What follows belongs to an exercise in optimizing a design on an open flow for small area, a short achievable clock period and few clock cycles per item; a production flow would make more cautious choices.
Function was not checked in any run shown here: the RTL went through the layout flow alone.
Power and IR drop assume default switching activity.

==> flow/design.v (outline; a module is shown in full before it is edited, if it fits) <==
// module filter: 1572 lines
module filter
 #(parameter DWIDTH = 16,
   parameter DDWIDTH = 2*DWIDTH,
	parameter L = 160,
	parameter L_LOG = 8,
	parameter M = 147,
	parameter M_LOG = 8,
	parameter CWIDTH = 4*L,
	parameter J = 4,
	parameter J_LOG = 2)
  (input clk,
   input rst,
	output req_in,
	input ack_in,
	input signed [0:DWIDTH-1] data_in,
	output req_out,
	input ack_out,
	output signed [0:DWIDTH-1] data_out);
  // ...
==> flow/flow/run.sh <==
#!/bin/bash
# The standard layout (standard.sh), with these changes:
#  - synthesis skips the quick ABC pass inside Yosys's synth, so the adder
#    trees reach the full-adder extraction as written (same registers);
#  - timing repair aims below the clock period (larger setup margin).
set -euo pipefail
bash standard.sh SYNTH_ARGS=-noabc SETUP_SLACK_MARGIN=6.95 finish > standard_make.log 2>&1
==> flow/standard.sh <==
#!/bin/bash
# synth_recipe.tcl (not shown) runs the flow's synth.tcl, then flattens the netlist and writes it again
# the make line also repeats each setting of config.mk as NAME=value (left out here)
make -C /OpenROAD-flow-scripts/flow DESIGN_CONFIG=/design/flow/config.mk WORK_HOME=/design/flow/orfs CLKGATE_MAP_FILE= SYNTH_SCRIPT=/design/flow/synth_recipe.tcl "${@:-finish}"
==> flow/config.mk <==
export PLATFORM = sky130hd
export DESIGN_NAME = filter
export DESIGN_NICKNAME = filter
export VERILOG_FILES = /design/flow/design.v
export SDC_FILE = /design/flow/constraint.sdc
export NUM_CORES = 4
export LEC_CHECK = 0
export CAP_MARGIN = 20
export CORE_MARGIN = 2
export CORE_UTILIZATION = 40
export CTS_CLUSTER_DIAMETER = 100
export CTS_CLUSTER_SIZE = 25
export SLEW_MARGIN = 20
export SYNTH_MEMORY_MAX_BITS = 16384
==> flow/constraint.sdc <==
create_clock -name core_clock -period 10.0 [get_ports {clk}]
set_input_delay 2.0000 -clock core_clock [delete_from_list [all_inputs] [get_ports {clk}]]
set_output_delay 2.0000 -clock core_clock [all_outputs]
set_load 0.01 [all_outputs]
==> qor.yml, run 1 <==
drt-initial-drc-count: 2340
status: "complete, no violations"
power.total_mw: 8.16
slowest_delay_ns: 0.34
cp_slowest_cell: "dfxtp_2"
critical_path.endpoint: "req_in"
htreeDepth: 1
grtUsageTotal: 0.250
clock_latency_ns: 0.56
grt_max_degree: 75
synth_seq_area_share: 0.306
use_met3: 0.0547
max_slew_margin: 0.262
grt_pass1_wl_mm: 130
io_buffers: 37
fmax_mhz: 320
postCtsSetupRepairBufs: 18
yosysMostFrequentCell: "dfxtp_1"
row_count: 93
cts_buffers: 20
initial_core_util: 0.402
viasPerCell: 6.12
holdPathEnd: "x2[6]"
syn_nets: 3029
grtUsageMet1: 0.352
place_area_um2: 26600
synth_seq_cells: 362
n_fill_cell: 6105
drv_slew: 0
clk_pin_slew_worst_paths_ns: 0.08
synth_top_family_by_area: "adder cells"
synth_compound_area_frac: 0.204
period_needed_ns: 3.13
crit_type: "flip-flop to output port"
num_tap_cells: 855
grt_pass1_vias: 20900
die_w_um: 258
syn_avg_cell_area_um2: 9.60
==> run 2, diff against run 1 <==
--- a/flow/design.v
+++ b/flow/design.v
@@ -1511,17 +1511,17 @@
   always @(posedge clk) acc[30:28] <= cs7;
   wire [30:0] acv = (31'd1 << 4) & {31{ac[0]}} | (31'd1 << 8) & {31{ac[1]}} | (31'd1 << 12) & {31{ac[2]}} | (31'd1 << 16) & {31{ac[3]}} | (31'd1 << 20) & {31{ac[4]}} | (31'd1 << 24) & {31{ac[5]}} | (31'd1 << 28) & {31{ac[6]}};
   wire [30:0] res = acc + acv;             
   wire dfree = !pend & !req_out_r;         
   wire take = req_out_r & ack_out;         
   wire ld_d = dfree & (spv | full);
   wire ld_s = full & (dfree ? spv : !spv);
   always @(posedge clk) begin
-    if (req_in_r) xb <= din;
+    if (!xbv) xb <= din;                   
     if (shift) begin
       x0 <= xb; x1 <= x0; x2 <= x1; x3 <= x2;
     end
     if (ld_s) sp <= res[30:15];
     if (rst) begin
       dout <= 16'd0;
       req_in_r <= 1'b1;
       xbv <= 1'b0;
==> qor.yml, run 2 <==
status: "complete, no violations"
ios: 38
row_count: 93  # unchanged
clock_skew_ns: 0.0274
largest_reg_flops: 105
async_flop_share: 0
maxCapViolCount: 0
fmax_mhz: 324  # +1.5%
nNetsFinal: 2922
endpoint_kind: "output port"
pwr-share-comb: 0.593
p_sw_frac: 0.430
synth_cell_types: 74
ys_warn_count: 1
synthFlopType: "dfxtp_1"
path_buf_inv: 1
dpl.hpwl_mm: 58.4
yosys.area.top_type_share: 0.228
fin_cells: 3446
internal-power_mw: 4.75
grtUsageTotal: 0.244  # -0.00624
syn_nets: 3060  # +1.0%
synth_top_cell_by_area: "dfxtp_1"
power_frac_clock: 0.114
drc: 0
htreeDepth: 1  # unchanged
cts_buffers: 20  # unchanged
hp-start: "x1[8]"
ant_nets: 0
die_w_um: 259  # +0.62%
max_slew_margin: 0.228  # -0.0341
area_growth_pct: 7.26
min_path_cells: 0
drive_gt1_frac: 0.0969
holdBufCountCts: 0
dieHeight_um: 259
worst_slew_pin_slew_ns: 1.16
clock-sinks: 362
syn_area_um2: 26100
syn_avg_cell_area_um2: 9.61  # +0.11%
synth_enable_flop_cells: 64
grt_pass1_wl_mm: 128  # -0.84%
cellPowerDensity_nw_per_um2: 297
gp_congestion: 0.970
place_area_um2: 26900  # +1.1%
power.total_mw: 8.32  # +2.0%
dp_slack_ns: 6.09
r2r-start: "on1[5]"
finalCritPeriodShare: 0.308
power_frac_seq: 0.293
crit_family: "flip-flops"
viasPerCell: 6.08  # -0.67%
rr_endpoint: "r1[78]"
rsz0062_at_grt: "yes"
slowest_delay_ns: 0.41  # +0.07 ns
setup_ws_ns: 6.92
core_area_um2: 64500
antenna_found_initial: 0
clockBufferDepth: 3
regMostFlops: "r1"
clock_latency_ns: 0.56  # about the same
holdPathEnd: "x2[8]"
start_kind: "flip-flop"
layout_commonest_cell: "fa_1"
p_switching_mw: 3.58
path_max_fanout: 3
finish.utilization: 0.434
period_needed_ns: 3.08  # -0.0462 ns
placedCellCount: 3386
worstHoldPathType: "flip-flop to flip-flop"
synth_seq_area_share: 0.302  # -0.00383
cts_root_buffer: "clkbuf_16"
power.leakage_nw: 10.4
fin_worst_hold_slack_ns: 0.439
fin_area_um2: 28000
initial_core_util: 0.405  # +0.00289
synth_seq_cells: 362  # unchanged
netlist_top_cells_count: "dfxtp_1, fa_1, nand2_1"
worstPathArrival_ns: 1.08
setup_tns_ns: 0
dr.pass1.iters: 6
yosysMostFrequentCell: "dfxtp_1"
setup_viol: 0
cp_data_required_time_ns: 8.00
wirelength_mm: 83.9
final_cell_mix: "fa_1, nand2_1, xnor2_1, dfxtp_1, a22oi_1"
grt_pass1_vias: 21100  # +0.86%
cp_slowest_cell: "dfxtp_4"
final-hold-violation-count: 0
cts_tree: "yes"
synth_cells: 2716
synthTopCellsByArea: "dfxtp_1, fa_1, xnor2_1"
grt_max_degree: 66  # -12%
clk_pin_slew_worst_paths_ns: 0.10  # +0.02 ns
drv_slew: 0  # unchanged
crit_type: "flip-flop to output port"
grt-ovfl-total: 0
path_cells: "buf_6"
reg2reg_depth: 6
dieArea_um2: 67300
drt-initial-drc-count: 2311  # -1.2%
ir_worst_vdd_v: 0.000174
vias: 20900
worst-r2r-setup-slack_ns: 6.93
reg_top3: "r1 x105, acc x31, cr x27"
io_buffers: 37  # unchanged
antenna_cells: 0
drt-wirelength-per-cell_um: 24.3
==> run 2: changes by cell type after synthesis, moves of 9 or more <==
cell | before | now
nand2b_1 | 24 | 39
o31ai_1 | 3 | 12
buf_2 | 13 | 35
inv_1 | 78 | 60
mux2i_1 | 20 | 32
and2_1 | 47 | 57
nor2_1 | 90 | 100
clkbuf_1 | 222 | 209
o21ai_1 | 1 | 10
nand2_1 | 259 | 234
nor2b_1 | 21 | 32
==> run 2: kinds of logic (layout without fill, tap and decap cells) <==
logic type,Yosys count,after routing,synth area share
XOR/XNOR,292,292,0.0980
buffers and inverters,332,206,0.0498
multiplexers,42,42,0.0166
AND/OR/NAND/NOR,590,591,0.108
flip-flops,362,362,0.302
AO/OA/AOI/OAI,773,773,0.199
adder cells (fa/ha/maj),325,325,0.226
==> run 2: worst max-delay path by stage <==
stage | slack (ns) | endpoint | from | depth (start not counted)
global placement | 6.14 | dout[11] | rst | 5
global route | 6.86 | r1[78] | cr[26] | 6
finish | 6.92 | req_in | req_in_r | 1
CTS | 6.90 | req_in | req_in_r | 1
floorplan | 6.93 | r1[78] | ng0[7] | 7
detailed placement | 6.09 | dout[11] | rst | 5
==> run 2: what timing repair did <==
item	CTS	global route
gates cloned	1	0
buffers inserted	14	10
resized for setup	176	41
endpoints found under the setup margin	140	51
==> run 2: worst register-to-register path, stage by stage, from the launching register on <==
cell and delay [ns]:
dfxtp_2 0.61, a22oi_1 0.20, xnor2_1 0.24, fa_1 0.47, fa_1 0.42, fa_1 0.58
fa_1 0.43
==> run 2: power by group through the flow <==
stage	Combinational [mW]	Clock (mW)	Sequential [mW]
floorplan	3.82	0	2.17
global placement	4.72	0	2.45
detailed placement	4.88	0	2.45
CTS	4.93	0.980	2.43
global route	5.60	1.03	2.48
finish	4.94	0.950	2.44
==> run 2: final cells by class <==
cell class                      instances  area [um2]
Fill cell                            6235       36500
Timing Repair Buffer                  109         977
Tap cell                              855        1070
Clock buffer                           29         556
Multi-Input combinational cell       2023       17000
Sequential cell                       362        8050
Clock inverter                          6         103
Inverter                               62         264
==> run 2: per-layer routing <==
layer | GRT usage | routed length [um]
met5 | 0 | 0
met4 | 0.111 | 4470
met3 | 0.0461 | 7110
met2 | 0.377 | 37100
met1 | 0.331 | 35300
==> run 3, diff against run 2 <==
==> flow/flow/run.sh (replaced) <==
#!/bin/bash
# The standard layout (standard.sh), with these changes:
#  - synthesis skips the quick ABC pass inside Yosys's synth, so the adder
#    trees reach the full-adder extraction as written (same registers);
#  - timing repair aims below the clock period (larger setup margin).
set -euo pipefail
bash standard.sh SYNTH_ARGS=-noabc SETUP_SLACK_MARGIN=7.0 finish > standard_make.log 2>&1
==> qor.yml, run 3 <==
grt_pass1_wl_mm: 128  # -0.67%
period_needed_ns: 3.06  # -0.0220 ns
initial_core_util: 0.405  # unchanged
cts_buffers: 21  # +5.0%
syn_avg_cell_area_um2: 9.61  # unchanged
synth_cells: 2716  # unchanged
dpl.hpwl_mm: 56.7  # -2.7%
start_kind: "flip-flop"
regMostFlops: "r1"
grt_pass1_vias: 21300  # +0.89%
ant_nets: 0  # unchanged
path_buf_inv: 1  # unchanged
holdBufCountCts: 0  # unchanged
setup_viol: 0  # unchanged
worstPathArrival_ns: 1.06  # -0.02 ns
dr.pass1.iters: 7  # +1
final-hold-violation-count: 0  # unchanged
drv_slew: 0  # unchanged
drt-wirelength-per-cell_um: 24.3  # -0.30%
worst-r2r-setup-slack_ns: 7.00  # +0.07 ns
drc: 0  # unchanged
synth_cell_types: 74  # unchanged
rsz0062_at_grt: "yes"
synth_seq_area_share: 0.302  # unchanged
cellPowerDensity_nw_per_um2: 297  # about the same
slowest_delay_ns: 0.40  # about the same
area_growth_pct: 8.77
crit_type: "flip-flop to output port"
grt_max_degree: 75  # +14%
synth_top_cell_by_area: "dfxtp_1"
nNetsFinal: 2940  # +0.62%
drt-initial-drc-count: 2140  # -7.4%
wirelength_mm: 84.0  # +0.16%
drive_gt1_frac: 0.115  # +0.0186
power.total_mw: 8.43  # +1.3%
maxCapViolCount: 0  # unchanged
power.leakage_nw: 10.5  # +1.4%
worst_slew_pin_slew_ns: 1.22  # +0.0635 ns
cts_root_buffer: "clkbuf_16"
status: "complete, no violations"
setup_tns_ns: 0  # unchanged
clock_skew_ns: 0.0295  # +0.00207 ns
syn_nets: 3060  # unchanged
yosysMostFrequentCell: "dfxtp_1"
dieArea_um2: 67300  # unchanged
path_cells: "buf_6"
cp_data_required_time_ns: 8.00  # about the same
die_w_um: 259  # unchanged
clockBufferDepth: 3  # unchanged
grt-ovfl-total: 0  # unchanged
worstHoldPathType: "flip-flop to flip-flop"
ys_warn_count: 1  # unchanged
final_cell_mix: "fa_1, nand2_1, xnor2_1, dfxtp_1, a22oi_1"
clock_latency_ns: 0.55  # about the same
ir_worst_vdd_v: 0.000202  # +16%
synthTopCellsByArea: "dfxtp_1, fa_1, xnor2_1"
crit_family: "flip-flops"
syn_area_um2: 26100  # unchanged
cp_slowest_cell: "dfxtp_4"
reg_top3: "r1 x105, acc x31, cr x27"
endpoint_kind: "output port"
finish.utilization: 0.441  # +0.00613
clk_pin_slew_worst_paths_ns: 0.10  # about the same
largest_reg_flops: 105  # unchanged
ios: 38  # unchanged
path_max_fanout: 2  # -1
cts_tree: "yes"
netlist_top_cells_count: "dfxtp_1, fa_1, nand2_1"
yosys.area.top_type_share: 0.228  # unchanged
vias: 21100  # +0.73%
dieHeight_um: 259  # unchanged
antenna_found_initial: 1  # +1
row_count: 93  # unchanged
finalCritPeriodShare: 0.306  # -0.00220
async_flop_share: 0  # unchanged
synth_enable_flop_cells: 64  # unchanged
max_slew_margin: 0.185  # -0.0425
io_buffers: 37  # unchanged
synth_seq_cells: 362  # unchanged
gp_congestion: 0.976  # +0.60%
viasPerCell: 6.09  # +0.26%
grtUsageTotal: 0.241  # -0.00265
core_area_um2: 64500  # unchanged
antenna_cells: 0  # unchanged
fmax_mhz: 327  # +0.72%
layout_commonest_cell: "fa_1"
synthFlopType: "dfxtp_1"
htreeDepth: 1  # unchanged
clock-sinks: 362  # unchanged
run 3: metrics by stage:
step                      area, um2  hold WS [ns]  instances  setup slack [ns]
after floorplan               26100         0.401       2716              6.98
after global placement        26800         0.409       3385              6.15
after detailed placement      26800         0.416       3385              6.09
after CTS                     27900         0.438       3435              6.91
after global routing          28400         0.446       3462              6.90
final                         28400         0.437       3462              6.94
run 3: layout make-up:
type	count	area [um2]
Timing Repair Buffer	125	1180
Sequential cell	362	8110
Clock buffer	27	548
Clock inverter	7	128
Multi-Input combinational cell	2023	17100
Tap cell	855	1070
Inverter	62	259
Fill cell	6193	36100
Timing Repair inverter	1	6.26
run 3: logic make-up after synthesis:
family,after synthesis,synth area share
AO/OA/AOI/OAI,773,0.199
AND/OR/NAND/NOR,590,0.108
flip-flops,362,0.302
buffers and inverters,332,0.0498
adder cells (fa/ha/maj),325,0.226
XOR/XNOR,292,0.0980
multiplexers,42,0.0166
run 3: path summary, 6_finish.rpt:
path | from | endpoint | cells after the start
worst min register to register | x1[8] | x2[8] | 0
worst min-delay path | x1[8] | x2[8] | 0
worst max-delay path | req_in_r | req_in | 1
worst max register to register | a[3] | cr[22] | 7
run 3: worst reg2reg max path: stages (launching register included):
cell	delay (ns)
dfxtp_4	0.63
buf_8	0.45
and2_1	0.55
nor2_1	0.13
nand2_1	0.11
o211ai_1	0.08
and3_1	0.23
o32ai_1	0.64
run 3: repair_timing:
action                                  4_1_cts  5_1_grt
endpoints found under the setup margin      156       77
pin swaps                                     0        4
cloned                                        2        1
setup buffers                                14       26
endpoints found under the hold margin         0        0
gates resized for setup                     204       83
run 3: metal layers:
| layer | wire length, um | track usage |
|---|---|---|
| met1 | 34600 | 0.325 |
| met2 | 37600 | 0.374 |
| met3 | 7550 | 0.0461 |
| met4 | 4310 | 0.111 |
| met5 | 13 | 0 |
run 3: where the power goes:
part / internal [mW] / switching, mW / leakage, nW
registers: 2.00 / 0.425 / 3.12
logic: 2.37 / 2.68 / 7.10
clock network: 0.436 / 0.521 / 0.325
total: 4.81 / 3.62 / 10.5

-- static timing again, ports no longer ideal --
In the flow no input, the clock included, has a driving cell. The finished layouts below were timed again as built, in two steps. Step 1, drivers: a clkbuf_16 drives clk and a buf_2 each remaining input, both assumed. Step 2 adds t to the input delays and takes it off the output delays; t is the mean of the earliest and latest rising clock arrival at the registers after step 1. Input paths then give back, and output paths get back, about the clock's delay inside the block. a / b / c = ideal ports / drivers / drivers and shift; a / b = the first two.
run | shift t [ns] | setup slack, ns | hold slack, ns | worst setup path at the end | worst slew at a driven data input, ns
run 1 | 0.605 | 6.871 / 6.816 / 6.419 | 0.438 / 0.438 / 0.438 | input to register | 0.04
run 2 | 0.607 | 6.917 / 6.855 / 6.406 | 0.439 / 0.439 / 0.439 | input to register | 0.04
run 3 | 0.599 | 6.939 / 6.879 / 6.506 | 0.437 / 0.437 / 0.437 | input to register | 0.07
After both steps every run listed still meets setup and hold. For run 2, which loses most, drivers alone change the setup slack by -0.062 ns; drivers and shift together by -0.511 ns.
